This is an optimization exercise on Yosys and OpenROAD, whose aim is small area, a short achievable clock period and few clock cycles, not a production implementation. Where RTL was checked, it was by simulation tests only, not by an equivalence proof against the original. The RTL of runs 1 and 2 was laid out without a check of its function.

===== design/flow/config.mk =====
export PLATFORM = sky130hd
export DESIGN_NAME = vendingMachine
export DESIGN_NICKNAME = vendingMachine
export VERILOG_FILES = /design/flow/design.v
export SDC_FILE = /design/flow/constraint.sdc
export NUM_CORES = 4
export LEC_CHECK = 0
export ABC_AREA = 1
export CAP_MARGIN = 20
export CORE_MARGIN = 2
export CORE_UTILIZATION = 40
export SLEW_MARGIN = 20

===== design/flow/constraint.sdc =====
create_clock -name core_clock -period 6.0 [get_ports {clk}]
set_input_delay 1.2000 -clock core_clock [delete_from_list [all_inputs] [get_ports {clk}]]
set_output_delay 1.2000 -clock core_clock [all_outputs]
set_load 0.01 [all_outputs]

===== design/flow/design.v =====
module vendingMachine(
   clk,
   reset,
   coinInA,
   coinInB,
   coinInC,
   coinInD,
   itemTypeIn,
   itemNumberIn,
   forceIn,
   coinOutA,
   coinOutB,
   coinOutC,
   coinOutD,
   itemTypeOut,
   itemNumberOut,
   serviceTypeOut
);
input          clk;
input          reset;
input  [5:0]   coinInA;
input  [5:0]   coinInB;
input  [5:0]   coinInC;
input  [5:0]   coinInD;
input  [1:0]   itemTypeIn;
input  [2:0]   itemNumberIn;
input          forceIn;
output [5:0]   coinOutA;
output [5:0]   coinOutB;
output [5:0]   coinOutC;
output [5:0]   coinOutD;
output [1:0]   itemTypeOut;
output [2:0]   itemNumberOut;
output [1:0]   serviceTypeOut;
reg            busy;              
reg            first;             
reg    [5:0]   countA, countB, countC, countD;   
reg    [9:0]   s5;                
reg    [2:0]   r;                 
reg    [2:0]   num;               
reg    [1:0]   typ;
reg            frc;
function [4:0] cost5;             
   input [1:0] t;
   case (t)
      2'd0: cost5 = 5'd3;
      2'd1: cost5 = 5'd5;
      2'd2: cost5 = 5'd15;
      default: cost5 = 5'd20;
   endcase
endfunction
wire [3:0]  dq;                   
wire [2:0]  r0;                   
assign dq[0] = (~coinInD[4] & ~coinInD[3] & coinInD[2] & coinInD[0]) | (~coinInD[4] & ~coinInD[3] & coinInD[2] & coinInD[1]) | (~coinInD[5] & ~coinInD[4] & coinInD[3] & ~coinInD[2] & ~coinInD[1]) | (~coinInD[4] & coinInD[2] & coinInD[1] & coinInD[0]) | (~coinInD[5] & coinInD[4] & coinInD[3] & coinInD[2] & ~coinInD[1]) | (coinInD[5] & ~coinInD[4] & ~coinInD[3] & coinInD[1] & coinInD[0]) | (coinInD[5] & ~coinInD[4] & ~coinInD[3] & coinInD[2]) | (coinInD[5] & ~coinInD[4] & coinInD[2] & coinInD[0]) | (coinInD[5] & ~coinInD[4] & coinInD[2] & coinInD[1]) | (coinInD[5] & ~coinInD[3] & coinInD[2] & coinInD[1] & coinInD[0]) | (coinInD[4] & coinInD[3] & ~coinInD[2] & coinInD[1]) | (~coinInD[5] & coinInD[4] & ~coinInD[3] & ~coinInD[2]) | (coinInD[5] & coinInD[4] & ~coinInD[2] & ~coinInD[1]) | (~coinInD[5] & coinInD[4] & ~coinInD[2] & coinInD[0]);
assign dq[1] = (~coinInD[5] & ~coinInD[4] & coinInD[3] & coinInD[1]) | (~coinInD[5] & ~coinInD[4] & coinInD[3] & coinInD[2]) | (~coinInD[5] & coinInD[4] & ~coinInD[3] & ~coinInD[2]) | (~coinInD[5] & coinInD[3] & coinInD[2] & coinInD[1]) | (coinInD[5] & ~coinInD[4] & ~coinInD[3]) | (coinInD[5] & ~coinInD[3] & coinInD[2]) | (coinInD[5] & coinInD[4] & coinInD[3] & ~coinInD[2]) | (coinInD[5] & ~coinInD[3] & coinInD[1]);
assign dq[2] = (~coinInD[5] & coinInD[4] & coinInD[2]) | (~coinInD[5] & coinInD[4] & coinInD[3]) | (coinInD[5] & ~coinInD[4] & ~coinInD[3]) | (coinInD[4] & coinInD[3] & coinInD[2]);
assign dq[3] = (coinInD[5] & coinInD[3]) | (coinInD[5] & coinInD[4]);
assign r0[0] = (~coinInD[4] & ~coinInD[3] & coinInD[2] & coinInD[1] & ~coinInD[0]) | (~coinInD[5] & ~coinInD[4] & coinInD[3] & ~coinInD[2] & ~coinInD[1] & ~coinInD[0]) | (~coinInD[5] & ~coinInD[4] & coinInD[3] & coinInD[2] & ~coinInD[1] & coinInD[0]) | (~coinInD[5] & coinInD[4] & coinInD[3] & coinInD[2] & ~coinInD[1] & ~coinInD[0]) | (coinInD[5] & ~coinInD[4] & ~coinInD[3] & coinInD[2] & ~coinInD[0]) | (coinInD[5] & ~coinInD[4] & coinInD[2] & coinInD[1] & ~coinInD[0]) | (coinInD[5] & coinInD[4] & ~coinInD[3] & ~coinInD[2] & coinInD[1] & coinInD[0]) | (~coinInD[5] & ~coinInD[4] & ~coinInD[3] & ~coinInD[2] & coinInD[0]) | (coinInD[4] & ~coinInD[3] & ~coinInD[2] & ~coinInD[1] & ~coinInD[0]) | (coinInD[5] & ~coinInD[4] & coinInD[3] & ~coinInD[2] & coinInD[0]) | (coinInD[4] & coinInD[3] & coinInD[2] & coinInD[1] & coinInD[0]) | (~coinInD[5] & coinInD[4] & ~coinInD[3] & coinInD[2] & coinInD[0]) | (coinInD[5] & coinInD[4] & coinInD[3] & ~coinInD[2] & ~coinInD[0]) | (~coinInD[5] & coinInD[4] & ~coinInD[2] & coinInD[1] & ~coinInD[0]) | (coinInD[5] & coinInD[4] & coinInD[2] & ~coinInD[1] & coinInD[0]) | (~coinInD[4] & ~coinInD[3] & ~coinInD[2] & ~coinInD[1] & coinInD[0]) | (~coinInD[5] & ~coinInD[4] & ~coinInD[2] & coinInD[1] & coinInD[0]);
assign r0[1] = (~coinInD[5] & ~coinInD[4] & coinInD[3] & ~coinInD[1] & ~coinInD[0]) | (~coinInD[5] & ~coinInD[4] & coinInD[3] & coinInD[2] & ~coinInD[1]) | (~coinInD[5] & coinInD[4] & ~coinInD[3] & ~coinInD[2] & ~coinInD[1] & coinInD[0]) | (~coinInD[5] & coinInD[4] & coinInD[3] & ~coinInD[2] & coinInD[1] & coinInD[0]) | (~coinInD[5] & coinInD[3] & coinInD[2] & ~coinInD[1] & ~coinInD[0]) | (coinInD[5] & ~coinInD[4] & ~coinInD[3] & coinInD[2] & coinInD[1] & ~coinInD[0]) | (coinInD[5] & coinInD[4] & coinInD[3] & ~coinInD[2] & ~coinInD[1] & coinInD[0]) | (coinInD[5] & coinInD[3] & ~coinInD[2] & coinInD[1] & ~coinInD[0]) | (~coinInD[5] & ~coinInD[4] & ~coinInD[3] & coinInD[1] & coinInD[0]) | (coinInD[5] & coinInD[4] & ~coinInD[3] & ~coinInD[1] & ~coinInD[0]) | (~coinInD[5] & ~coinInD[3] & ~coinInD[2] & coinInD[1] & ~coinInD[0]) | (coinInD[5] & coinInD[3] & coinInD[2] & coinInD[1] & coinInD[0]) | (coinInD[5] & ~coinInD[3] & coinInD[2] & ~coinInD[1] & coinInD[0]) | (coinInD[5] & ~coinInD[4] & ~coinInD[3] & ~coinInD[2] & ~coinInD[1]) | (~coinInD[5] & coinInD[4] & ~coinInD[3] & coinInD[2] & coinInD[1]) | (coinInD[5] & coinInD[4] & coinInD[3] & coinInD[1] & ~coinInD[0]) | (coinInD[5] & ~coinInD[4] & coinInD[3] & coinInD[1] & coinInD[0]);
assign r0[2] = (coinInD[5] & ~coinInD[4] & ~coinInD[3] & ~coinInD[2] & coinInD[1] & ~coinInD[0]) | (~coinInD[5] & ~coinInD[4] & ~coinInD[3] & coinInD[2] & ~coinInD[1] & ~coinInD[0]) | (coinInD[5] & ~coinInD[4] & ~coinInD[3] & coinInD[2] & coinInD[1] & coinInD[0]) | (~coinInD[5] & ~coinInD[4] & coinInD[3] & ~coinInD[2] & ~coinInD[1] & coinInD[0]) | (coinInD[5] & ~coinInD[4] & coinInD[3] & coinInD[2] & ~coinInD[1] & ~coinInD[0]) | (~coinInD[5] & ~coinInD[4] & coinInD[3] & coinInD[2] & coinInD[1] & ~coinInD[0]) | (coinInD[5] & coinInD[4] & ~coinInD[3] & ~coinInD[2] & ~coinInD[1] & coinInD[0]) | (~coinInD[5] & coinInD[4] & ~coinInD[3] & ~coinInD[2] & coinInD[1] & coinInD[0]) | (coinInD[5] & coinInD[4] & ~coinInD[3] & coinInD[2] & coinInD[1] & ~coinInD[0]) | (~coinInD[5] & coinInD[4] & coinInD[3] & ~coinInD[2] & ~coinInD[1] & ~coinInD[0]) | (coinInD[5] & coinInD[4] & coinInD[3] & ~coinInD[2] & coinInD[1] & coinInD[0]) | (~coinInD[5] & coinInD[4] & coinInD[3] & coinInD[2] & ~coinInD[1] & coinInD[0]);
wire [7:0]  kn;                   
assign kn[0] = (~itemTypeIn[1] & itemNumberIn[0]) | (~itemTypeIn[0] & itemNumberIn[0]);
assign kn[1] = (~itemTypeIn[0] & ~itemNumberIn[1] & itemNumberIn[0]) | (~itemTypeIn[1] & itemTypeIn[0] & itemNumberIn[1]) | (~itemTypeIn[0] & itemNumberIn[1] & ~itemNumberIn[0]);
assign kn[2] = (~itemTypeIn[0] & ~itemNumberIn[2] & itemNumberIn[1] & ~itemNumberIn[0]) | (~itemTypeIn[1] & ~itemTypeIn[0] & itemNumberIn[2] & itemNumberIn[0]) | (itemTypeIn[0] & ~itemNumberIn[2] & itemNumberIn[0]) | (~itemTypeIn[1] & itemTypeIn[0] & itemNumberIn[2] & ~itemNumberIn[0]) | (itemTypeIn[1] & ~itemNumberIn[2] & itemNumberIn[0]) | (~itemTypeIn[0] & itemNumberIn[2] & ~itemNumberIn[1] & ~itemNumberIn[0]) | (itemTypeIn[1] & itemTypeIn[0] & itemNumberIn[0]);
assign kn[3] = (~itemNumberIn[2] & itemNumberIn[1] & itemNumberIn[0]) | (~itemTypeIn[0] & itemNumberIn[2] & ~itemNumberIn[1]) | (~itemTypeIn[1] & itemNumberIn[2] & ~itemNumberIn[1] & itemNumberIn[0]) | (itemTypeIn[0] & itemNumberIn[1] & ~itemNumberIn[0]) | (itemTypeIn[1] & ~itemTypeIn[0] & itemNumberIn[0]) | (itemTypeIn[1] & itemNumberIn[1]);
assign kn[4] = (~itemTypeIn[1] & ~itemTypeIn[0] & itemNumberIn[2] & itemNumberIn[1]) | (~itemTypeIn[1] & itemTypeIn[0] & itemNumberIn[2] & ~itemNumberIn[1]) | (itemTypeIn[1] & ~itemTypeIn[0] & itemNumberIn[1] & ~itemNumberIn[0]) | (itemTypeIn[1] & itemNumberIn[2] & ~itemNumberIn[0]) | (itemTypeIn[1] & itemTypeIn[0] & ~itemNumberIn[2] & itemNumberIn[0]) | (itemNumberIn[2] & itemNumberIn[1] & ~itemNumberIn[0]);
assign kn[5] = (~itemTypeIn[1] & itemTypeIn[0] & itemNumberIn[2] & itemNumberIn[1] & itemNumberIn[0]) | (itemTypeIn[1] & ~itemTypeIn[0] & itemNumberIn[2] & ~itemNumberIn[1] & ~itemNumberIn[0]) | (itemTypeIn[1] & ~itemTypeIn[0] & itemNumberIn[1] & itemNumberIn[0]) | (itemTypeIn[1] & itemTypeIn[0] & itemNumberIn[2] & ~itemNumberIn[1] & itemNumberIn[0]) | (itemTypeIn[1] & itemTypeIn[0] & itemNumberIn[1] & ~itemNumberIn[0]) | (itemTypeIn[1] & ~itemNumberIn[2] & itemNumberIn[1] & itemNumberIn[0]);
assign kn[6] = (itemTypeIn[1] & ~itemTypeIn[0] & itemNumberIn[2] & itemNumberIn[0]) | (itemTypeIn[1] & itemTypeIn[0] & itemNumberIn[2] & ~itemNumberIn[1]) | (itemTypeIn[1] & itemNumberIn[2] & itemNumberIn[1] & ~itemNumberIn[0]);
assign kn[7] = (itemTypeIn[1] & itemTypeIn[0] & itemNumberIn[2] & itemNumberIn[1] & itemNumberIn[0]);
wire [9:0]  v5   = {coinInA, 3'b0} + {3'b0, coinInA, 1'b0} + {3'b0, coinInB, 1'b0}
                 + {4'b0, coinInC} + {6'b0, dq};
wire [10:0] ev   = {1'b0, busy ? s5 : v5} + (busy ? {6'b0, cost5(typ)} : ~{3'b0, kn})
                 + {10'b0, ~busy};
wire        enough = ~ev[10];
reg  [5:0]  ge;
reg  [7:0]  th [1:6];
integer j;
always @* begin
   for (j = 1; j < 7; j = j + 1) begin
      case (itemTypeIn)
         2'd0: th[j] = j * 3;
         2'd1: th[j] = j * 5;
         2'd2: th[j] = j * 15;
         default: th[j] = j * 20;
      endcase
      ge[j-1] = (v5[9:8] != 2'b0) | (v5[7:0] >= th[j]);
   end
end
wire [2:0]  nf   = ge[5] ? 3'd6 : ge[4] ? 3'd5 : ge[3] ? 3'd4 : ge[2] ? 3'd3 :
                   ge[1] ? 3'd2 : ge[0] ? 3'd1 : 3'd0;
reg  [4:0]  thf;
always @* begin
   case (nf)
      3'd1: thf = th[1][4:0];
      3'd2: thf = th[2][4:0];
      3'd3: thf = th[3][4:0];
      3'd4: thf = th[4][4:0];
      3'd5: thf = th[5][4:0];
      3'd6: thf = th[6][4:0];
      default: thf = 5'd0;
   endcase
end
wire [4:0]  sF   = v5[4:0] - thf;
wire [9:0]  s50  = enough ? ev[9:0] : forceIn ? {5'b0, sF} : v5;
wire [2:0]  num0 = enough ? itemNumberIn : forceIn ? nf : 3'd0;
wire [5:0]  fs   = {2'b0, s5[3:0]} + {2'b0, s5[7:4]} + {4'b0, s5[9:8]};
wire [2:0]  sm5;
assign sm5[0] = (~fs[4] & ~fs[3] & ~fs[2] & fs[0]) | (~fs[4] & ~fs[3] & fs[2] & fs[1] & ~fs[0]) | (~fs[4] & fs[3] & ~fs[2] & ~fs[1] & ~fs[0]) | (~fs[4] & ~fs[2] & fs[1] & fs[0]) | (~fs[4] & fs[3] & fs[2] & ~fs[1] & fs[0]) | (fs[4] & ~fs[3] & ~fs[2] & ~fs[0]) | (fs[4] & ~fs[3] & fs[2] & fs[0]) | (fs[4] & ~fs[2] & fs[1] & ~fs[0]) | (fs[4] & fs[3] & fs[2] & ~fs[1] & ~fs[0]) | (fs[4] & fs[2] & fs[1] & fs[0]);
assign sm5[1] = (fs[5]) | (~fs[4] & fs[3] & ~fs[1] & ~fs[0]) | (~fs[4] & fs[3] & fs[2] & ~fs[1]) | (fs[4] & ~fs[3] & ~fs[2] & ~fs[1] & fs[0]) | (fs[4] & fs[3] & ~fs[2] & fs[1] & fs[0]) | (fs[3] & fs[2] & ~fs[1] & ~fs[0]) | (~fs[4] & ~fs[3] & ~fs[2] & fs[1]) | (fs[4] & ~fs[3] & fs[1] & ~fs[0]) | (~fs[3] & fs[2] & fs[1] & fs[0]);
assign sm5[2] = (~fs[4] & ~fs[3] & fs[2] & ~fs[1] & ~fs[0]) | (~fs[4] & fs[3] & ~fs[2] & ~fs[1] & fs[0]) | (~fs[4] & fs[3] & fs[2] & fs[1] & ~fs[0]) | (fs[4] & ~fs[3] & ~fs[2] & fs[1] & fs[0]) | (fs[4] & fs[3] & ~fs[2] & ~fs[1] & ~fs[0]) | (fs[4] & fs[3] & fs[2] & ~fs[1] & fs[0]);
wire        b    = s5[0];
wire [3:0]  y    = {1'b0, sm5} + ((sm5[0] ^ b) ? 4'd5 : 4'd0);
wire [2:0]  m    = y[3:1];
wire [7:0]  p77  = s5[7:0] + {s5[5:0], 2'b0} + {s5[4:0], 3'b0} + {s5[1:0], 6'b0};
wire [7:0]  y77;
assign y77[0] = (y[0]);
assign y77[1] = (y[1]);
assign y77[2] = (~y[2] & y[0]) | (y[2] & ~y[0]);
assign y77[3] = (~y[3] & ~y[2] & ~y[1] & y[0]) | (y[1] & ~y[0]) | (y[2] & y[1]) | (y[3] & ~y[0]);
assign y77[4] = (y[3] & y[0]) | (~y[2] & y[1] & ~y[0]) | (y[2] & ~y[1] & ~y[0]) | (y[2] & y[1] & y[0]);
assign y77[5] = (y[3]) | (~y[2] & y[1] & y[0]) | (y[2] & ~y[1] & ~y[0]);
assign y77[6] = (y[3] & ~y[0]) | (~y[3] & ~y[2] & y[0]) | (y[2] & y[1] & ~y[0]);
assign y77[7] = (~y[2] & y[1]) | (y[2] & ~y[1] & y[0]) | (y[1] & ~y[0]) | (y[3] & y[0]);
wire [7:0]  a2   = p77 - y77;
wire [6:0]  a    = a2[7:1];
wire [10:0] r1x  = {1'b0, s5} - {2'b0, countA, 3'b0} - {4'b0, countA, 1'b0};
wire        exA  = ~r1x[10] & (r1x[9:0] >= 10'd10);
wire        rbig = r1x[9:8] != 2'b0;                          
wire [7:0]  rr   = exA ? r1x[7:0] : {4'b0, y};
wire [7:0]  u0   = {1'b0, countB, 1'b0} + {2'b0, countC};
wire [5:0]  dmr  = countD - {3'b0, r};
wire        rok  = countD >= {3'b0, r};
wire [3:0]  dq5;
assign dq5[0] = (~dmr[4] & ~dmr[3] & dmr[2] & dmr[0]) | (~dmr[4] & ~dmr[3] & dmr[2] & dmr[1]) | (~dmr[5] & ~dmr[4] & dmr[3] & ~dmr[2] & ~dmr[1]) | (~dmr[4] & dmr[2] & dmr[1] & dmr[0]) | (~dmr[5] & dmr[4] & dmr[3] & dmr[2] & ~dmr[1]) | (dmr[5] & ~dmr[4] & ~dmr[3] & dmr[1] & dmr[0]) | (dmr[5] & ~dmr[4] & ~dmr[3] & dmr[2]) | (dmr[5] & ~dmr[4] & dmr[2] & dmr[0]) | (dmr[5] & ~dmr[4] & dmr[2] & dmr[1]) | (dmr[5] & ~dmr[3] & dmr[2] & dmr[1] & dmr[0]) | (dmr[4] & dmr[3] & ~dmr[2] & dmr[1]) | (~dmr[5] & dmr[4] & ~dmr[3] & ~dmr[2]) | (dmr[5] & dmr[4] & ~dmr[2] & ~dmr[1]) | (~dmr[5] & dmr[4] & ~dmr[2] & dmr[0]);
assign dq5[1] = (~dmr[5] & ~dmr[4] & dmr[3] & dmr[1]) | (~dmr[5] & ~dmr[4] & dmr[3] & dmr[2]) | (~dmr[5] & dmr[4] & ~dmr[3] & ~dmr[2]) | (~dmr[5] & dmr[3] & dmr[2] & dmr[1]) | (dmr[5] & ~dmr[4] & ~dmr[3]) | (dmr[5] & ~dmr[3] & dmr[2]) | (dmr[5] & dmr[4] & dmr[3] & ~dmr[2]) | (dmr[5] & ~dmr[3] & dmr[1]);
assign dq5[2] = (~dmr[5] & dmr[4] & dmr[2]) | (~dmr[5] & dmr[4] & dmr[3]) | (dmr[5] & ~dmr[4] & ~dmr[3]) | (dmr[4] & dmr[3] & dmr[2]);
assign dq5[3] = (dmr[5] & dmr[3]) | (dmr[5] & dmr[4]);
wire [7:0]  uq   = u0 + {4'b0, dq5};
wire        bA   = r1x[7:0] >= {1'b0, countB, 1'b0} + 8'd2;
wire        bN   = {4'b0, y} >= {1'b0, countB, 1'b0} + 8'd2;
wire        cA_  = r1x[7:0] > u0;
wire        cN   = {4'b0, y} > u0;
wire        qA   = r1x[7:0] <= uq;
wire        qN   = {4'b0, y} <= uq;
wire        exB  = exA ? bA : bN;
wire        c0   = b & (countC == 6'd0);                      
wire        exC  = exB ? (exA ? cA_ : cN) : c0;
wire        okq  = exB ? (exA ? qA & ~rbig : qN) : ~(c0 & (dq5 == 4'd0));
wire        ok   = rok & okq & (first | frc | (num == 3'd0));
wire [7:0]  e2   = rr - {1'b0, countB, 1'b0};                 
wire [3:0]  qlo  = rr[3:0] - u0[3:0];                         
wire [5:0]  kq   = {qlo, 2'b0} + {2'b0, qlo} + {3'b0, r};
wire [5:0]  kD   = ~exC ? {3'b0, r} : exB ? kq : {3'b0, r} + 6'd5;
wire [5:0]  kA   = exA ? countA : a[5:0];
wire [5:0]  kB   = exB ? countB : rr[6:1];
wire [5:0]  kC   = exC ? countC : exB ? e2[5:0] : {5'b0, b};
wire [6:0]  tA   = {1'b0, countA} + (busy ? {1'b1, ~kA} : {1'b0, coinInA}) + {6'b0, busy};
wire [6:0]  tB   = {1'b0, countB} + (busy ? {1'b1, ~kB} : {1'b0, coinInB}) + {6'b0, busy};
wire [6:0]  tC   = {1'b0, countC} + (busy ? {1'b1, ~kC} : {1'b0, coinInC}) + {6'b0, busy};
wire [6:0]  tD   = {1'b0, countD} + (busy ? {1'b1, ~kD} : {1'b0, coinInD}) + {6'b0, busy};
wire [5:0]  nA   = (tA[6] & ~busy) ? 6'd63 : tA[5:0];
wire [5:0]  nB   = (tB[6] & ~busy) ? 6'd63 : tB[5:0];
wire [5:0]  nC   = (tC[6] & ~busy) ? 6'd63 : tC[5:0];
wire [5:0]  nD   = (tD[6] & ~busy) ? 6'd63 : tD[5:0];
always @(posedge clk) begin
   if (!reset) begin
      busy   <= 1'b0;
      countA <= 6'd5;
      countB <= 6'd30;
      countC <= 6'd10;
      countD <= 6'd20;
   end
   else if (!busy) begin
      if (itemNumberIn != 3'd0) begin
         busy   <= 1'b1;
         first  <= 1'b1;
         countA <= nA;
         countB <= nB;
         countC <= nC;
         countD <= nD;
         s5     <= s50;
         r      <= r0;
         num    <= num0;
         typ    <= itemTypeIn;
         frc    <= forceIn;
      end
   end
   else if (ok) begin
      busy   <= 1'b0;
      countA <= nA;
      countB <= nB;
      countC <= nC;
      countD <= nD;
   end
   else begin
      first  <= 1'b0;
      num    <= num - 3'd1;
      s5     <= ev[9:0];
   end
end
assign coinOutA       = kA;
assign coinOutB       = kB;
assign coinOutC       = kC;
assign coinOutD       = kD;
assign itemTypeOut    = typ;
assign itemNumberOut  = num;
assign serviceTypeOut = !busy ? 2'b01 : ok ? 2'b00 : 2'b10;
endmodule

===== design/flow/flow/run.sh =====
#!/bin/bash
# The standard layout, except that synthesis leaves adders to ABC as plain
# gates instead of mapping them to the library's full/half-adder cells.
set -euo pipefail
bash standard.sh ADDER_MAP_FILE= finish > flow_make.log 2>&1

===== design/flow/standard.sh =====
#!/bin/bash
# synth_recipe.tcl (not shown) runs the flow's synth.tcl, then flattens the netlist and writes it again
# the make line also repeats each setting of config.mk as NAME=value (left out here)
make -C /OpenROAD-flow-scripts/flow DESIGN_CONFIG=/design/flow/config.mk WORK_HOME=/design/flow/orfs CLKGATE_MAP_FILE= SYNTH_SCRIPT=/design/flow/synth_recipe.tcl "${@:-finish}"

==> results of run 1 <==
-- critical path: cells and delay by family, from the launching register on --
| family | cells | cell delay (ns) |
|---|---|---|
| AND/OR/NAND/NOR | 24 | 2.29 |
| buffers and inverters | 6 | 1.13 |
| flip-flops | 1 | 0.54 |
| AO/OA/AOI/OAI | 2 | 0.28 |
-- cell families after synthesis --
| logic type | after synthesis | share of synthesized area |
|---|---|---|
| compound gates | 286 | 0.167 |
| fa+ha+maj | 4 | 0.00399 |
| flops | 45 | 0.110 |
| buf+inv | 298 | 0.123 |
| xor+xnor | 61 | 0.0539 |
| simple gates | 1196 | 0.542 |
-- flip-flops by register name (all words and copies together), names as in the netlist --
register	flops
s5	10
countA	6
countB	6
countC	6
countD	6
num	3
r	3
typ	2
busy	1
first	1
frc	1
-- per-stage QoR --
stage                     cell area (µm²)  setup TNS [ns]  std cells
after global placement              11300          -0.139       2302
after detailed placement            11300          -0.215       2302
final                               12100               0       2343
after floorplan                     10000               0       1890
after CTS                           11500               0       2315
after global routing                12100          -0.274       2343
-- per-layer routing --
metal  up-vias  track usage
met4         0       0.0636
met2       402        0.399
met1      5456        0.359
li1       6361            -
met5         -            0
met3        49       0.0222
-- placed cells by master, fill, tap and decap left out, types with 24 or more instances in the layout --
| cell | synthesis | routed |
|---|---|---|
| nand3_2 | 25 | 35 |
| clkdlybuf4s50_1 | 0 | 39 |
| a21oi_1 | 80 | 77 |
| inv_2 | 31 | 34 |
| nor2_1 | 178 | 163 |
| o21ai_0 | 89 | 88 |
| nand2_1 | 645 | 627 |
| inv_1 | 220 | 214 |
| nand3_1 | 164 | 151 |
| o21ai_1 | 30 | 27 |
| buf_4 | 6 | 97 |
| nand4_1 | 24 | 24 |
| xor2_1 | 45 | 40 |
| nand2_2 | 55 | 68 |
-- timing repair --
action | 4_1_cts | 5_1_grt
resized for setup | 13 | 115
setup endpoints to repair | 5 | 23
setup buffers | 5 | 28
pin swaps | 5 | 32
-- layout make-up --
type / instances / area, µm² / share of cell area
multi-input combinational: 1547 / 8070 / 0.665
timing repair buffer: 162 / 1440 / 0.118
sequential: 45 / 1110 / 0.0912
inverter: 257 / 976 / 0.0804
tap: 324 / 405 / 0.0334
clock buffer: 5 / 125 / 0.0103
clock inverter: 3 / 17.5 / 0.00144
-- path summary, 6_finish.rpt --
kind | start | cells past startpoint | slack (ns) | end
worst max register to register | r[0] | 36 | 0.83 | countA[0]
worst max-delay path | s5[5] | 32 | 0.24 | coinOutC[3]
worst min register to register | countD[0] | 2 | 0.53 | countD[0]
worst min-delay path | countD[0] | 2 | 0.53 | countD[0]
==> run summary, run 1 <==
- Outcome: no timing/DRC/antenna violations
- Slew Viols, Final: 0
- Aggregate global-route resource usage: 0.249
- Most frequent cells after synthesis: 645 x nand2_1, 220 x inv_1, 178 x nor2_1
- Nets: about 2,100
- Clk buf depth: 2
- Share of layout cells above drive strength 1: 0.186
- Number of synthesized flops with an enable pin: 20
- Worst skew pair latency: around 0.3 ns
- Port Buf Inserts: 62
- Post-CTS Hold Fix Bufs: 0
- CTS H-Tree Depth: 2
- Yosys warnings: 2
- Area growth from synthesis to layout: 20.9%
- WS Path Type: reg -> out
- Synth top area share: 0.241
- Worst Setup End Kind: primary output
- Starting Density: 0.411
- Antenna Nets Post-Route: 0
- DP Worst Slack: -0.105 ns
- DR WL met3: 2260 µm
- Setup WS post-layout: roughly 0.24 ns
- Final WL: between 30,000 and 40,000 µm
- Worst Skew: between 0.007 and 0.008 ns
- Max Cap Violations: 0
- Die width: 162 µm
- CP startpoint kind: flop
- Min Tclk post-route: ~5.8 ns
- Clock root buffer: clkbuf_16
- CTS tree: yes
- Rel. slew slack: 0.521
- Top FF cell, synth: dfxtp_1
- #FFs+latches synth: 45
- First-pass iteration count of the detailed router: 7
- Distinct cells, synth: 73
- Vias in the first global route: 10,800
- Cell accounting for the most synthesized area: nand2_1
- WL met2: 14,900 µm
- Count leader, synth: nand2_1
- Syn Area/Cell: ~5.3 µm²
- Endpoints failing setup: 0
- GPL Wtd Cong: a little over 0.9
- Max layer used: met4
- Via count: around 12,000
- Net Count, Synth: 1,922
- Pin count of the biggest net entering global routing: 38
- Die area: approximately 0.026 mm²
- WHS: approximately 0.53 ns
- Iteration-0 DRC count of the detailed router: 924
- Sequential element share of the synthesized area: 0.110
- Top-level I/O count: 63
- Grt total ovfl: 0
- Synth Cell Area: ~0.01 mm²
- Data required time of the worst path: around 4.8 ns
- Fin crit share: 0.960
- Synth top area cells: nand2_1 24%, inv_1 8.2%, nand3_1 8.2%
- Synth Instances: between 1,500 and 2,000
- Vias/cell: ~5.2
- FILL cells: 2,610
- Final hold violation count: 0
- Area of the core: between 0.02 and 0.025 mm²
- Measured slew at the worst slew-check pin: ~0.7 ns
- Data arrival, critical path: ~4.6 ns
- Worst hold path type: reg -> reg
- Met1 wire length: around 16,000 µm
- Ys async rst share: 0
- # rows: between 50 and 60
- Reg clk slew, reported paths: approximately 0.07 ns
- CTS sink cnt: 45
- Die Ht: between 150 and 200 µm
- DRC: 0
- Slowest Stage Delay on Critical Path: between 0.5 and 0.6 ns
- CP Max Fanout: 15
- CP max stage cell: clkdlybuf4s50_1
- Fin util: 0.496
- DR WL/cell: ~14 µm
- Detail Placement HPWL: roughly 28,000 µm
- Initial antenna violation count: 0
- Inserted Clock Buffers: 5
- Number of diodes: 0
- Max Freq: 0.174 GHz
- RSZ-0062 raised after global routing: true
- First-pass GRT wire length: approximately 54,000 µm
==> run 2, diff against run 1 <==
==> design/flow/flow/run.sh (replaced) <==
#!/bin/bash
# The standard layout, except in synthesis: adders are left to ABC as plain
# gates (not mapped to full/half-adder cells), and ABC maps for area with
# its area-oriented mapper (amap).  The ORFS scripts are used through links,
# with only abc_area.script replaced.
set -euo pipefail
here=$(pwd)
mkdir -p scripts
for f in "$FLOW_HOME"/scripts/*; do ln -sf "$f" scripts/; done
rm -f scripts/abc_area.script
cp flow/abc_area.script scripts/abc_area.script
bash standard.sh ADDER_MAP_FILE= SCRIPTS_DIR="$here/scripts" finish > flow_make.log 2>&1
==> design/flow/flow/abc_area.script (new file) <==
strash
dch
amap
topo
stime -c
buffer -c
upsize -c
dnsize -c
==> run summary, run 2 <==
- Outcome: finished with violations
- SO Viols: setup timing
- Post-CTS Hold Fix Bufs: 0
- CP startpoint kind: flop
- Area growth from synthesis to layout: 94.3%
- Synth Cell Area: 0.00797 mm²
- #FFs+latches synth: 45
- Synth top area share: 0.116
- Worst Skew: between 0.01 and 0.015 ns
- Synth top area cells: nor2_1 12%, o21ai_0 8.7%, nand2_1 8.0%
- Cell mode on critical path: buf_4
- DR WL/cell: about 18 µm
- Worst Setup End Kind: flop
- First-pass GRT wire length: ~58,000 µm
- Slowest Stage Delay on Critical Path: between 0.5 and 0.6 ns
- Distinct cells, synth: 81
- GPL Wtd Cong: between 0.9 and 1
- Initial antenna violation count: 0
- DRC: 0
- Number of diodes: 0
- DP Worst Slack: -1.36 ns
- Via count: approximately 13,000
- Area of the core: about 0.020 mm²
- Rel. slew slack: 0.317
- Die width: 145 µm
- WS Path Type: reg -> reg
- Pin count of the biggest net entering global routing: 32
- Port Buf Inserts: 62
- Sequential element share of the synthesized area: 0.138
- Max Cap Violations: 0
- Detail Placement HPWL: approximately 25,000 µm
- CTS tree: yes
- Grt total ovfl: 0
- Most frequent cells after synthesis: 247 x nor2_1, 169 x nand2_1, 138 x o21ai_0
- # placed instances: 2,062
- Placement Cell Area: between 0.01 and 0.015 mm²
- Top-level I/O count: 63
- # rows: 51
- Synth Instances: approximately 1,300
- Measured slew at the worst slew-check pin: around 1.0 ns
- CTS sink cnt: 45
- Vias in the first global route: 11,800
- Yosys warnings: 2
- Endpoints failing setup: 50
- Setup WS post-layout: -0.926 ns
- Die area: about 0.021 mm²
- Die Ht: 145 µm
- Reg2reg setup slack: -0.93 ns
- Inserted Clock Buffers: 5
- First-pass iteration count of the detailed router: 6
- Final cell count without fillers: ~2,200
- RSZ-0062 raised after global routing: true
- Vias/cell: 5.97
- Min Tclk post-route: between 6 and 7 ns
- Data required time of the worst path: between 6 and 7 ns
- FILL cells: between 1,000 and 1,500
- Reg clk slew, reported paths: ~0.080 ns
- Worst skew pair latency: 0.30 ns
- Max Freq: 0.144 GHz
- Worst path top cell family by delay: compound AO/OA/AOI/OAI gates
- Ys async rst share: 0
- CP Max Fanout: 5
- Clk buf depth: 2
- Aggregate global-route resource usage: 0.326
- TNS Setup: -28.88 ns
- Final WL: approximately 41,000 µm
- Top FF cell, synth: dfxtp_1
- Starting Density: 0.408
- Largest register FFs: 10
- Net Count, Synth: roughly 1,400
- Final instance area: 0.0155 mm²
- Antenna Nets Post-Route: 0
- Largest Register: s5
- CP max stage cell: a21oi_1
- Count leader, synth: nor2_1
- Nets: approximately 2,000
- Data arrival, critical path: 7.16 ns
- Commonest non-fill, non-tap cell in the layout: buf_4
- Worst hold path type: reg -> reg
- Commonest non-fill, non-tap cells in the layout: 535 x buf_4, 189 x nor2_1, 137 x nand2_1
- Iteration-0 DRC count of the detailed router: approximately 1,600
- WHS: approximately 0.65 ns
- Syn Area/Cell: around 5.9 µm²
- Fin crit share: 1.15
- Slew Viols, Final: 0
- Cell accounting for the most synthesized area: nor2_1
- Fin util: 0.793
- CTS H-Tree Depth: 2
- Number of synthesized flops with an enable pin: 20
- Final hold violation count: 0
- CP bufs+invs: 15
- Share of layout cells above drive strength 1: 0.536
- Clock root buffer: clkbuf_16
==> run 2: cell count changes after synthesis, moves of 49 or more <==
cell | before | now
nand2_1 | 645 | 169
o21ai_0 | 89 | 138
o22ai_1 | 8 | 82
nand2_2 | 55 | 4
nor2_1 | 178 | 247
inv_1 | 220 | 127
nand3_1 | 164 | 9
==> run 2: final timing paths <==
kind	startpoint	endpoint	depth (start not counted)
max	s5[5]	countC[0]	49
min reg2reg	countA[3]	countA[3]	3
min	countA[3]	countA[3]	3
max reg2reg	s5[5]	countC[0]	49
==> run 2: repair_timing <==
item / CTS / global route
pin swaps: 174 / 129
gates resized for setup: 443 / 191
setup endpoints to repair: 61 / 76
buffers inserted: 146 / 59
endpoints found under the hold margin: 0 / 0
==> run 2: layer usage <==
layer | part of all wire | track usage | vias to the layer above
met3 | 0.10 | 0.0292 | 213
met4 | 0.055 | 0.103 | 0
met5 | 0 | 0 | -
met1 | 0.38 | 0.440 | 6163
li1 | - | - | 6152
met2 | 0.46 | 0.553 | 856
==> run 2: worst reg2reg max path: cells and delay by family, from the launching register on <==
family | cells | cell delay (ns)
buffers and inverters | 15 | 1.65
AO/OA/AOI/OAI | 20 | 3.51
AND/OR/NAND/NOR | 14 | 1.26
flip-flops | 1 | 0.46
==> run 2: cell type report <==
class / count / area (µm²) / area share
well taps: 265 / 332 / 0.0214
clock inverters: 2 / 36.3 / 0.00234
flip-flops and latches: 45 / 1100 / 0.0713
inverters: 155 / 606 / 0.0391
repair buffers: 664 / 5400 / 0.349
clock buffers: 6 / 139 / 0.00897
multi-input cells: 1106 / 7860 / 0.508
==> run 2: logic make-up (layout without fill, tap and decap cells) <==
family / Yosys count / after routing / synth area share
AO/OA/AOI/OAI: 591 / 591 / 0.485
XOR/XNOR: 3 / 3 / 0.00330
buffers and inverters: 195 / 827 / 0.0961
flip-flops: 45 / 45 / 0.138
AND/OR/NAND/NOR: 512 / 512 / 0.277
==> run 3, diff against run 2 <==
--- a/design/flow/design.v
+++ b/design/flow/design.v
@@ -50,4 +50,12 @@
    endcase
 endfunction
+function [5:0] satadd;
+   input [5:0] x, y;
+   reg   [6:0] t;
+   begin
+      t = {1'b0, x} + {1'b0, y};
+      satadd = t[6] ? 6'd63 : t[5:0];
+   end
+endfunction
 wire [3:0]  dq;                   
 wire [2:0]  r0;                   
@@ -70,12 +78,10 @@
 wire [9:0]  v5   = {coinInA, 3'b0} + {3'b0, coinInA, 1'b0} + {3'b0, coinInB, 1'b0}
                  + {4'b0, coinInC} + {6'b0, dq};
-wire [10:0] ev   = {1'b0, busy ? s5 : v5} + (busy ? {6'b0, cost5(typ)} : ~{3'b0, kn})
-                 + {10'b0, ~busy};
-wire        enough = ~ev[10];
-reg  [5:0]  ge;
-reg  [7:0]  th [1:6];
+wire [10:0] ev   = {1'b0, v5} - {3'b0, kn};
+reg  [6:0]  ge;
+reg  [7:0]  th [1:7];
 integer j;
 always @* begin
-   for (j = 1; j < 7; j = j + 1) begin
+   for (j = 1; j < 8; j = j + 1) begin
       case (itemTypeIn)
          2'd0: th[j] = j * 3;
@@ -87,4 +93,5 @@
    end
 end
+wire        enough = ge[itemNumberIn - 3'd1];
 wire [2:0]  nf   = ge[5] ? 3'd6 : ge[4] ? 3'd5 : ge[3] ? 3'd4 : ge[2] ? 3'd3 :
                    ge[1] ? 3'd2 : ge[0] ? 3'd1 : 3'd0;
@@ -155,12 +162,4 @@
 wire [5:0]  kB   = exB ? countB : rr[6:1];
 wire [5:0]  kC   = exC ? countC : exB ? e2[5:0] : {5'b0, b};
-wire [6:0]  tA   = {1'b0, countA} + (busy ? {1'b1, ~kA} : {1'b0, coinInA}) + {6'b0, busy};
-wire [6:0]  tB   = {1'b0, countB} + (busy ? {1'b1, ~kB} : {1'b0, coinInB}) + {6'b0, busy};
-wire [6:0]  tC   = {1'b0, countC} + (busy ? {1'b1, ~kC} : {1'b0, coinInC}) + {6'b0, busy};
-wire [6:0]  tD   = {1'b0, countD} + (busy ? {1'b1, ~kD} : {1'b0, coinInD}) + {6'b0, busy};
-wire [5:0]  nA   = (tA[6] & ~busy) ? 6'd63 : tA[5:0];
-wire [5:0]  nB   = (tB[6] & ~busy) ? 6'd63 : tB[5:0];
-wire [5:0]  nC   = (tC[6] & ~busy) ? 6'd63 : tC[5:0];
-wire [5:0]  nD   = (tD[6] & ~busy) ? 6'd63 : tD[5:0];
 always @(posedge clk) begin
    if (!reset) begin
@@ -175,8 +174,8 @@
          busy   <= 1'b1;
          first  <= 1'b1;
-         countA <= nA;
-         countB <= nB;
-         countC <= nC;
-         countD <= nD;
+         countA <= satadd(countA, coinInA);
+         countB <= satadd(countB, coinInB);
+         countC <= satadd(countC, coinInC);
+         countD <= satadd(countD, coinInD);
          s5     <= s50;
          r      <= r0;
@@ -188,13 +187,13 @@
    else if (ok) begin
       busy   <= 1'b0;
-      countA <= nA;
-      countB <= nB;
-      countC <= nC;
-      countD <= nD;
+      countA <= countA - kA;
+      countB <= countB - kB;
+      countC <= countC - kC;
+      countD <= countD - kD;
    end
    else begin
       first  <= 1'b0;
       num    <= num - 3'd1;
-      s5     <= ev[9:0];
+      s5     <= s5 + {5'b0, cost5(typ)};
    end
 end
==> design/flow/flow/run.sh (replaced) <==
#!/bin/bash
# The standard layout, except that synthesis leaves adders to ABC as plain
# gates instead of mapping them to the library's full/half-adder cells.
set -euo pipefail
bash standard.sh ADDER_MAP_FILE= finish > flow_make.log 2>&1
--- a/design/flow/config.mk
+++ b/design/flow/config.mk
@@ -10,3 +10,4 @@
 export CORE_MARGIN = 2
 export CORE_UTILIZATION = 40
+export SETUP_SLACK_MARGIN = 0.8
 export SLEW_MARGIN = 20
removed: design/flow/flow/abc_area.script
==> run summary, run 3 <==
- Reg2reg path depth: 46
- Synth top area cells: nand2_1 22%, inv_1 8.6%, nand3_1 7.9%
- Synth Cell Area: ~0.010 mm²
- GPL Wtd Cong: a little under 1
- DR WL/cell: roughly 15 µm
- Nets: roughly 2,200
- Most frequent cells after synthesis: 605 x nand2_1, 235 x inv_1, 194 x nor2_1
- Reg2reg setup slack: approximately 0.70 ns
- Pin count of the biggest net entering global routing: between 40 and 50
- Area of the core: 0.0253 mm²
- Worst Setup End Kind: primary output
- WS Path Type: reg -> out
- WHS Endpoint: countD[1]
- CP Max Fanout: 5
- TNS Setup: 0 ns
- Vias/cell: ~5.3
- Synth top area share: 0.220
- Count leader, synth: nand2_1
- Sequential element share of the synthesized area: 0.107
- Clk buf depth: 2
- Synth Instances: roughly 1,900
- Clock root buffer: clkbuf_16
- CP max stage cell: edfxtp_1
- Worst skew pair latency: just under 0.3 ns
- Measured slew at the worst slew-check pin: ~0.81 ns
- Detail Placement HPWL: ~28,000 µm
- Fin crit share: 0.912
- Rel. slew slack: 0.457
- Net Count, Synth: just under 2,000
- Commonest non-fill, non-tap cell in the layout: nand2_1
- CTS sink cnt: 45
- Cell mode on critical path: nand2_2
- RSZ-0062 raised after global routing: true
- Min Tclk post-route: about 5.5 ns
- Cell accounting for the most synthesized area: nand2_1
- Data required time of the worst path: approximately 4.8 ns
- Final hold violation count: 0
- Iteration-0 DRC count of the detailed router: around 1,000
- Setup WS post-layout: around 0.53 ns
- Slowest Stage Delay on Critical Path: around 0.5 ns
- Final cell count without fillers: 2,468
- Aggregate global-route resource usage: 0.254
- Grt total ovfl: 0
- First-pass GRT wire length: between 50,000 and 60,000 µm
- Initial antenna violation count: 1
- Antenna Nets Post-Route: 0
- #FFs+latches synth: 45
- Top-level I/O count: between 60 and 70
- Worst Hold Depth: 2
- Post-CTS Hold Fix Bufs: 0
- Inserted Clock Buffers: 5
- Yosys warnings: 2
- # rows: a little under 60
- Distinct cells, synth: 66
- Share of layout cells above drive strength 1: 0.319
- Worst Skew: 0.00827 ns
- Top FF cell, synth: dfxtp_1
- Syn Area/Cell: around 5.3 µm²
- Die width: 164 µm
- CP startpoint kind: flop
- Starting Density: 0.408
- Ys async rst share: 0
- Outcome: no timing/DRC/antenna violations
- Largest Register: s5
- Max Freq: approximately 0.18 GHz
- Final WL: ~37,000 µm
- Die area: around 0.027 mm²
- Via count: between 10,000 and 15,000
- Worst hold path type: reg -> reg
- Number of synthesized flops with an enable pin: 20
- Reg clk slew, reported paths: 0.07 ns
- # placed instances: between 2,000 and 2,500
- Max Cap Violations: 0
- Area growth from synthesis to layout: 37.1%
- Data arrival, critical path: ~4.3 ns
- Commonest non-fill, non-tap cells in the layout: 484 x nand2_1, 219 x inv_1, 166 x nor2_1
- Slew Viols, Final: 0
- Vias in the first global route: roughly 12,000
- Beginning of the worst hold path: countD[1]
- First-pass iteration count of the detailed router: 5
- Port Buf Inserts: 62
- Die Ht: 164 µm
- CTS tree: yes
- DP Worst Slack: a little under 0.08 ns
- Largest register FFs: 10
- Reg2reg start: s5[1]
- DRC: 0
- Reg2reg end: countD[5]
- Endpoints failing setup: 0
- CTS H-Tree Depth: 2
## run 3: changes by cell type after synthesis, sizes merged, moves of 21 or more
cell,delta
o21a,-21
o21ai,-70
o22ai,-85
xor2,+53
nand3,+185
inv,+136
o211ai,+22
nand4,+21
a21oi,-59
nand2,+500
nor2,-53
## run 3: final cells by class
cell class | instances | area (µm²)
fillers | 2495 | 11100
multi-input cells | 1549 | 9240
repair buffers | 247 | 2060
inverters | 287 | 1120
flip-flops and latches | 45 | 1110
well taps | 330 | 413
clock buffers | 6 | 129
clock inverters | 2 | 38.8
repair inverters | 1 | 8.76
diodes | 1 | 2.50
## run 3: per-stage QoR
stage	util	hold WS, ns	area [µm²]
2_1_floorplan	-	0.497	10300
3_3_place_gp	0.455	0.549	11500
4_1_cts	0.494	0.568	12500
6_report	0.559	0.561	14100
3_5_place_dp	0.455	0.558	11500
5_1_grt	0.559	0.595	14100
## run 3: cells by family after synthesis
kind of cell / after synthesis / synth area share
AOI/OAI and AO/OA: 312 / 0.181
DFF: 45 / 0.107
adders and majority gates: 8 / 0.00777
and+or+nand+nor: 1157 / 0.513
buffers and inverters: 332 / 0.126
xor gates and xnor gates: 72 / 0.0641
## run 3: how the worst max path moves through the flow
stage                          start                end  slack [ns]  cells after the start
after CTS                       r[1]  serviceTypeOut[1]        0.60                     33
final                          s5[1]        coinOutA[5]        0.53                     36
after global placement    coinInA[2]              s5[2]        0.09                     34
after floorplan                s5[5]        coinOutA[5]        1.31                     27
after detailed placement  coinInD[4]              s5[2]        0.08                     37
after global routing           s5[1]        coinOutD[5]        0.25                     36
## run 3: per-layer routing
metal / GRT usage / part of all wire / vias up
met5: 0 / 0 / -
met2: 0.401 / 0.45 / 437
li1: - / - / 6678
met4: 0.0858 / 0.028 / 0
met3: 0.0116 / 0.056 / 74
met1: 0.368 / 0.47 / 6007
## run 3: critical path: cells and delay by family, from the launching register on
family	cells	cell delay (ns)
flip-flops	1	0.50
AND/OR/NAND/NOR	29	2.55
buffers and inverters	4	0.43
AO/OA/AOI/OAI	3	0.51
## run 3: timing repair
action,CTS,global route
gates resized for setup,176,370
pin swaps,50,154
cloned,0,2
setup buffers,60,74
endpoints found under the setup margin,36,40
Testbench counts of run 3, summed over its fixed seeds: cycles 15,992.
==> run 4, diff against run 3 <==
--- a/design/flow/config.mk
+++ b/design/flow/config.mk
@@ -10,4 +10,4 @@
 export CORE_MARGIN = 2
 export CORE_UTILIZATION = 40
-export SETUP_SLACK_MARGIN = 0.8
+export SETUP_SLACK_MARGIN = 0.4
 export SLEW_MARGIN = 20
==> run summary, run 4 <==
- Outcome: no timing/DRC/antenna violations
- Synth Instances: a little under 2,000
- GPL Wtd Cong: 0.984
- Max Cap Violations: 0
- Sequential element share of the synthesized area: 0.107
- Count leader, synth: nand2_1
- Commonest non-fill, non-tap cell in the layout: nand2_1
- Top-level I/O count: 63
- Multi-input combinational cell area: 0.00841 mm²
- # rows: 58
- Distinct cells, synth: 66
- Aggregate global-route resource usage: 0.248
- Fin util: 0.503
- CP startpoint kind: flop
- TNS Setup: 0 ns
- Largest register FFs: 10
- Worst Skew: approximately 0.0078 ns
- Die area: 0.0270 mm²
- WS Path Type: reg -> out
- Clk buf depth: 2
- Synth Cell Area: between 0.01 and 0.015 mm²
- Reg clk slew, reported paths: approximately 0.070 ns
- Inserted Clock Buffers: 5
- Worst skew pair latency: approximately 0.29 ns
- Data arrival, critical path: approximately 4.4 ns
- Cell accounting for the most synthesized area: nand2_1
- DR WL/cell: about 14 µm
- Port Buf Inserts: just over 60
- Vias in the first global route: approximately 11,000
- Detail Placement HPWL: roughly 28,000 µm
- Max Freq: 0.178 GHz
- Measured slew at the worst slew-check pin: 0.841 ns
- #FFs+latches synth: 45
- First-pass GRT wire length: roughly 55,000 µm
- Worst Setup End Kind: primary output
- CTS tree: yes
- Iteration-0 DRC count of the detailed router: 966
- Number of synthesized flops with an enable pin: 20
- Area of the core: between 0.02 and 0.03 mm²
- FILL cells: approximately 2,600
- Pin count of the biggest net entering global routing: 41
- Top FF cell, synth: dfxtp_1
- Rel. slew slack: 0.438
- Antenna Nets Post-Route: 0
- CTS H-Tree Depth: 2
- Starting Density: 0.408
- Clock root buffer: clkbuf_16
- Synth top area cells: nand2_1 22%, inv_1 8.6%, nand3_1 7.9%
- Final instance area: between 0.01 and 0.015 mm²
- Syn Area/Cell: around 5.3 µm²
- Nets: 2,094
- Worst hold path type: reg -> reg
- Ys async rst share: 0
- RSZ-0062 raised after global routing: true
- Share of layout cells above drive strength 1: 0.211
- Endpoints failing setup: 0
- Slew Viols, Final: 0
- Final WL: around 35,000 µm
- Via count: ~13,000
- Most frequent cells after synthesis: 605 x nand2_1, 235 x inv_1, 194 x nor2_1
- Placement Cell Area: around 0.011 mm²
- DRC: 0
- Die width: approximately 160 µm
- CTS sink cnt: 45
- Slowest Stage Delay on Critical Path: between 0.6 and 0.7 ns
- Sequential cell area: 0.00111 mm²
- Net Count, Synth: ~2,000
- Fin crit share: 0.935
- Data required time of the worst path: around 4.8 ns
- CP max stage cell: clkdlybuf4s50_1
- Largest Register: s5
- Area growth from synthesis to layout: 23.3%
- Yosys warnings: 2
- Initial antenna violation count: 1
- Synth top area share: 0.220
- Vias/cell: ~5.2
- Commonest non-fill, non-tap cells in the layout: 568 x nand2_1, 225 x inv_1, 180 x nor2_1
- Die Ht: between 150 and 200 µm
- CP Max Fanout: 18
- First-pass iteration count of the detailed router: 6
- Min Tclk post-route: between 5 and 6 ns
- Final hold violation count: 0
- Grt total ovfl: 0
-- run 4: per-stage QoR --
stage / setup WS [ns] / cells / hold WS, ns
after floorplan: 1.31 / 1926 / 0.497
after global placement: 0.0941 / 2323 / 0.549
after detailed placement: 0.0795 / 2323 / 0.558
after CTS: 0.282 / 2353 / 0.568
after global routing: 0.176 / 2394 / 0.595
final: 0.393 / 2394 / 0.561
-- run 4: cell families (layout without fill, tap and decap cells) --
logic type               Yosys count  count (layout)  share of synthesized area
adder cells (fa/ha/maj)            8               8                    0.00777
XOR/XNOR                          72              72                     0.0641
other                              0               1                          0
buffers and inverters            332             468                      0.126
flip-flops                        45              45                      0.107
AO/OA/AOI/OAI                    312             312                      0.181
AND/OR/NAND/NOR                 1157            1158                      0.513
-- run 4: final cells by class --
type / instances / share of cell area
sequential: 45 / 0.0872
timing repair buffer: 173 / 0.119
multi-input combinational: 1550 / 0.662
antenna: 1 / 0.000197
clock inverter: 2 / 0.00305
clock buffer: 6 / 0.0101
inverter: 287 / 0.0864
tap: 330 / 0.0325
-- run 4: timing repair --
item | CTS | global route
buffers inserted | 22 | 38
resized for setup | 38 | 173
setup endpoints to repair | 19 | 35
pin swaps | 11 | 52
hold buffers | 0 | 0
gates cloned | 0 | 2
-- run 4: final timing paths --
| check | startpoint | endpoint | slack [ns] | cells past startpoint |
|---|---|---|---|---|
| hold / removal | countD[1] | countD[1] | 0.56 | 2 |
| setup / recovery | s5[2] | coinOutB[3] | 0.39 | 26 |
| setup reg to reg | s5[2] | countD[4] | 1.38 | 35 |
| hold reg to reg | countD[1] | countD[1] | 0.56 | 2 |
-- run 4: critical path: cells and delay by family (launching register included) --
kind	cells	cell delay, ns
buffers and inverters	9	1.63
AND/OR/NAND/NOR	15	1.41
AO/OA/AOI/OAI	2	0.58
flip-flops	1	0.48
-- run 4: routing by layer --
metal	track usage	up-vias	wire length, µm
li1	-	6531	-
met2	0.390	328	15400
met3	0.00779	43	1560
met4	0.0711	0	669
met1	0.367	5612	17000
met5	0	-	0
==> run 5, diff against run 4 <==
--- a/design/flow/config.mk
+++ b/design/flow/config.mk
@@ -10,4 +10,3 @@
 export CORE_MARGIN = 2
 export CORE_UTILIZATION = 40
-export SETUP_SLACK_MARGIN = 0.4
 export SLEW_MARGIN = 20
==> run summary, run 5 <==
- Synth top area cells: nand2_1 22%, inv_1 8.6%, nand3_1 7.9%
- Clk buf depth: 2
- Outcome: no timing/DRC/antenna violations
- Ys async rst share: 0
- Sequential element share of the synthesized area: 0.107
- First-pass iteration count of the detailed router: 6
- Vias in the first global route: between 10,000 and 15,000
- Data required time of the worst path: 4.80 ns
- Distinct cells, synth: 66
- CP bufs+invs: 6
- Fin crit share: 0.950
- DR WL/cell: between 10 and 15 µm
- Commonest non-fill, non-tap cells in the layout: 591 x nand2_1, 233 x inv_1, 188 x nor2_1
- Worst path top cell family by delay: simple AND/OR/NAND/NOR gates
- Pin count of the biggest net entering global routing: 41
- CTS sink cnt: 45
- DP Worst Slack: approximately 0.08 ns
- Setup WS post-layout: between 0.3 and 0.4 ns
- Most frequent cells after synthesis: 605 x nand2_1, 235 x inv_1, 194 x nor2_1
- Yosys warnings: 2
- FILL cells: 2,705
- Synth top area share: 0.220
- CTS H-Tree Depth: 2
- WS Path Type: reg -> out
- Top-level I/O count: 63
- CP startpoint kind: flop
- Cell mode on critical path: nand2_1
- Starting Density: 0.408
- Count leader, synth: nand2_1
- Beginning of the worst hold path: countD[2]
- Slew Viols, Final: 0
- Min Tclk post-route: 5.70 ns
- CP max stage cell: clkdlybuf4s50_1
- Final cell count without fillers: about 2,400
- Met3 usage: 0.00653
- Synth Cell Area: around 0.010 mm²
- Syn Area/Cell: between 5 and 6 µm²
- Grt total ovfl: 0
- Reg2reg start: r[1]
- Worst Skew: around 0.0074 ns
- Aggregate global-route resource usage: 0.245
- Commonest non-fill, non-tap cell in the layout: nand2_1
- First-pass GRT wire length: roughly 54,000 µm
- GR Util met2: 0.385
- Nets: 2,053
- Worst skew pair latency: just under 0.3 ns
- Cell accounting for the most synthesized area: nand2_1
- Largest Register: s5
- Via count: between 10,000 and 15,000
- Die width: about 160 µm
- Measured slew at the worst slew-check pin: 0.837 ns
- Endpoints failing setup: 0
- Final hold violation count: 0
- Vias/cell: approximately 5.2
- Max Freq: 0.175 GHz
- Die area: approximately 0.027 mm²
- Reg2reg setup slack: 1.32 ns
- GPL Wtd Cong: around 0.98
- Global route hottest layer: met2
- CP Max Fanout: 6
- Number of synthesized flops with an enable pin: 20
- Slowest Stage Delay on Critical Path: 0.57 ns
- Max Cap Violations: 0
- Final WL: about 33,000 µm
- Data arrival, critical path: roughly 4.5 ns
- Share of layout cells above drive strength 1: 0.157
- Worst hold path type: reg -> reg
- Die Ht: 164 µm
- Area of the core: about 0.025 mm²
- Antenna Nets Post-Route: 0
- DRC: 0
- Clock root buffer: clkbuf_16
- Largest register FFs: 10
- Worst Setup End Kind: primary output
- #FFs+latches synth: 45
- CTS tree: yes
- # rows: 58
- # placed instances: 2,323
- Port Buf Inserts: between 60 and 70
- Crit path launch: s5[2]
- Net Count, Synth: roughly 2,000
- Synth Instances: 1,926
- Met1 Use GR: 0.366
- Area growth from synthesis to layout: 16.7%
- TNS Setup: 0 ns
- Reg clk slew, reported paths: about 0.060 ns
- Rel. slew slack: 0.440
- Top FF cell, synth: dfxtp_1
- Iteration-0 DRC count of the detailed router: roughly 900
- Detail Placement HPWL: 27,700 µm
- Inserted Clock Buffers: 5
- Initial antenna violation count: 1
[run 5: worst paths after layout]
check	to	depth (start not counted)
min	countD[2]	2
min reg2reg	countD[2]	2
max	coinOutC[5]	29
max reg2reg	countA[3]	34
[run 5: stage by stage]
| stage | hold WS (ns) | util | instance area, µm² |
|---|---|---|---|
| floorplan | 0.497 | - | 10300 |
| global placement | 0.549 | 0.455 | 11500 |
| detailed placement | 0.558 | 0.455 | 11500 |
| CTS | 0.568 | 0.462 | 11700 |
| global route | 0.601 | 0.476 | 12000 |
| finish | 0.568 | 0.476 | 12000 |
[run 5: metal layers]
layer / vias to the layer above / wire [µm]
li1: 6449 / -
met1: 5451 / 16900
met2: 322 / 14500
met3: 39 / 1440
met4: 0 / 623
met5: - / 0
[run 5: final cells by class]
cell class | count | area (µm²) | area share
Clock buffer | 6 | 129 | 0.0107
Inverter | 287 | 1080 | 0.0900
Clock inverter | 2 | 38.8 | 0.00323
Antenna cell | 1 | 2.50 | 0.000208
Sequential cell | 45 | 1110 | 0.0920
Multi-Input combinational cell | 1550 | 8070 | 0.671
Tap cell | 330 | 413 | 0.0343
Timing Repair Buffer | 132 | 1180 | 0.0980
[run 5: logic make-up (layout without fill, tap and decap cells)]
| group | count (synthesis) | count (layout) | synth area share |
|---|---|---|---|
| and+or+nand+nor | 1157 | 1158 | 0.513 |
| DFF | 45 | 45 | 0.107 |
| AOI/OAI and AO/OA | 312 | 312 | 0.181 |
| buffers and inverters | 332 | 427 | 0.126 |
| adders and majority gates | 8 | 8 | 0.00777 |
| xor gates and xnor gates | 72 | 72 | 0.0641 |
| other | 0 | 1 | 0 |
[run 5: what timing repair did]
| action | 4_1_cts | 5_1_grt |
|---|---|---|
| cloned | 0 | 1 |
| pin swaps | 0 | 12 |
| endpoints found under the hold margin | 0 | 0 |
| hold buffers | 0 | 0 |
| endpoints found under the setup margin | 2 | 23 |
| buffers inserted | 1 | 19 |
| gates resized for setup | 2 | 61 |
[run 5: worst min-delay path, stage by stage (launching register included)]
cell and delay [ns]:
dfxtp_1 0.36, nand2_1 0.09, nand3_1 0.07
==> run 6, diff against run 5 <==
==> design/flow/flow/run.sh (replaced) <==
#!/bin/bash
# The standard layout, with these changes:
# - synthesis leaves adders to ABC as plain gates instead of mapping them
#   to the full/half-adder cells;
# - each port gets a buf_2 as its buffer.
set -euo pipefail
bash standard.sh ADDER_MAP_FILE= "BUFFER_PORTS_ARGS=-buffer_cell sky130_fd_sc_hd__buf_2" finish > flow_make.log 2>&1
==> run summary, run 6 <==
- Xor/xnor cell area share of the yosys netlist: 0.0641
- Outcome: no timing/DRC/antenna violations
- GPL Wtd Cong: 0.958
- CTS H-Tree Depth: 2
- Largest register FFs: 10
- Via count: around 12,000
- Multi-input combinational cell area: 0.00793 mm²
- Worst hold path type: reg -> reg
- CTS sink cnt: 45
- Final cell count without fillers: between 2,000 and 2,500
- Share of layout cells above drive strength 1: 0.151
- Top FF cell, synth: dfxtp_1
- Largest Register: s5
- CP Max Fanout: 8
- Largest family of logic cells by synthesized area: simple AND/OR/NAND/NOR gates
- Ys async rst share: 0
- Synth top area cells: nand2_1 22%, inv_1 8.6%, nand3_1 7.9%
- Port Buf Inserts: a little over 60
- Worst Skew: 0.00793 ns
- WS Path Type: reg -> out
- Synth Instances: 1,926
- TNS Setup: 0 ns
- Min Tclk post-route: roughly 5.6 ns
- First-pass iteration count of the detailed router: 5
- Adder-cell share of the synthesized area: 0.00777
- Grt total ovfl: 0
- Rel. slew slack: 0.506
- FILL cells: ~2,900
- Cell accounting for the most synthesized area: nand2_1
- Worst Setup End Kind: primary output
- Commonest non-fill, non-tap cells in the layout: 605 x nand2_1, 234 x inv_1, 193 x nor2_1
- Clk buf depth: 2
- Synth Cell Area: about 0.010 mm²
- Worst skew pair latency: ~0.29 ns
- Vias/cell: about 5.3
- Pin count of the biggest net entering global routing: 41
- Post-CTS Hold Fix Bufs: 0
- Max Freq: around 0.18 GHz
- CTS tree: yes
- RSZ-0062 raised after global routing: false
- Commonest non-fill, non-tap cell in the layout: nand2_1
- Data required time of the worst path: 4.80 ns
- Measured slew at the worst slew-check pin: ~0.74 ns
- Post-synthesis compound-gate area fraction: 0.181
- #FFs+latches synth: 45
- Initial antenna violation count: 2
- Endpoints failing setup: 0
- Reg clk slew, reported paths: around 0.060 ns
- Data arrival, critical path: roughly 4.4 ns
- Post-synthesis mux area share: 0
- Starting Density: 0.408
- First-pass GRT wire length: 53,200 µm
- Reg2reg start: s5[4]
- Most frequent cells after synthesis: 605 x nand2_1, 235 x inv_1, 194 x nor2_1
- Sequential cell area: approximately 0.0011 mm²
- Die area: 0.0270 mm²
- Iteration-0 DRC count of the detailed router: a little over 800
- Detail Placement HPWL: between 20,000 and 30,000 µm
- Yosys warnings: 2
- # placed instances: about 2,300
- Count leader, synth: nand2_1
- Slowest Stage Delay on Critical Path: 0.59 ns
- Net Count, Synth: 1,958
- DR WL/cell: around 14 µm
- Synth top area share: 0.220
- CP max stage cell: edfxtp_1
- Beginning of the worst hold path: countD[2]
- Aggregate global-route resource usage: 0.240
- DRC: 0
- Number of synthesized flops with an enable pin: 20
- Sequential element share of the synthesized area: 0.107
- Final WL: 32,700 µm
- Max Cap Violations: 0
- Crit path launch: s5[4]
- Nets: ~2,000
- Vias in the first global route: ~11,000
- Setup WS post-layout: roughly 0.36 ns
- CP startpoint kind: flop
- Clock root buffer: clkbuf_16
- Distinct cells, synth: 66
- Die Ht: 164 µm
- Syn Area/Cell: roughly 5.3 µm²
- # rows: 58
- Simple-gate portion of the synthesized area: 0.513
- Inserted Clock Buffers: 5
- Die width: 164 µm
- Area growth from synthesis to layout: 8.50%
- Antenna Nets Post-Route: 0
- Slew Viols, Final: 0
- Top-level I/O count: 63
- Cell mode on critical path: nand2_2
- Area of the core: about 0.025 mm²
- Fin crit share: 0.940
- Final hold violation count: 0
- DP Worst Slack: ~0.42 ns
run 6: cell type report:
cell class / count / share of cell area
Inverter: 287 / 0.0971
Clock inverter: 1 / 0.000672
Clock buffer: 7 / 0.0119
Sequential cell: 45 / 0.0990
Antenna cell: 2 / 0.000448
Timing Repair Buffer: 85 / 0.0447
Multi-Input combinational cell: 1549 / 0.709
Tap cell: 330 / 0.0369
run 6: critical path, delay by kind of cell (launching register included):
family | cells | cell delay (ns)
buffers and inverters | 4 | 0.41
DFF | 1 | 0.59
and+or+nand+nor | 21 | 2.40
AOI/OAI and AO/OA | 4 | 0.72
run 6: timing repair:
item                                    in CTS  in global routing
resized for setup                            0                 16
endpoints found under the hold margin        0                  0
setup buffers                                0                 13
endpoints found under the setup margin       0                  8
run 6: routing by layer:
metal	vias to the layer above	global-route usage	share of wire
li1	6347	-	-
met1	5377	0.347	0.49
met2	351	0.387	0.43
met3	45	0.0146	0.058
met4	0	0.0636	0.019
met5	-	0	0
run 6: stage by stage:
step / hold WS, ns / utilization / cell area (µm²)
6_report: 0.568 / 0.443 / 11200
4_1_cts: 0.561 / 0.436 / 11000
5_1_grt: 0.625 / 0.442 / 11200
2_1_floorplan: 0.497 / - / 10300
3_3_place_gp: 0.553 / 0.431 / 10900
3_5_place_dp: 0.552 / 0.431 / 10900
run 6: worst paths after layout:
path	endpoint	slack [ns]	depth (start not counted)
max	coinOutA[5]	0.36	29
min	countD[2]	0.57	2
max reg2reg	countA[1]	1.22	30
min reg2reg	countD[2]	0.57	2
run 6: cell families after synthesis:
group / Yosys count
xor gates and xnor gates: 72
adders and majority gates: 8
DFF: 45
AOI/OAI and AO/OA: 312
buffers and inverters: 332
and+or+nand+nor: 1157

static timing again, ports no longer ideal:
How much do the figures lean on ideal ports? The routed layouts below were timed once more, with nothing changed but the port constraints.
Step 1 assumes that a clkbuf_16 drives the clock port and a buf_2 every other input.
Step 2 moves the port delays by t, midway between the first and last clock arrival at a register: inputs arrive t later, outputs are due t later. That takes back most of the time a late clock gives input paths.
Slacks: no drivers / after step 1 / after step 2; pairs: no drivers / after step 1.
run | t (ns) | slack for setup (ns) | worst setup path at the end
run 1 | 0.332 | 0.243 / 0.204 / 0.116 | input to register
run 2 | 0.341 | -0.926 / -0.926 / -0.926 | register to register
run 3 | 0.326 | 0.530 / 0.491 / 0.668 | input to register
run 4 | 0.327 | 0.393 / 0.353 / 0.599 | input to register
run 5 | 0.326 | 0.302 / 0.263 / 0.180 | input to register
run 6 | 0.329 | 0.358 / 0.319 / 0.411 | input to register
For run 1, which loses most, drivers alone change the setup slack by -0.039 ns; drivers and shift together by -0.127 ns.
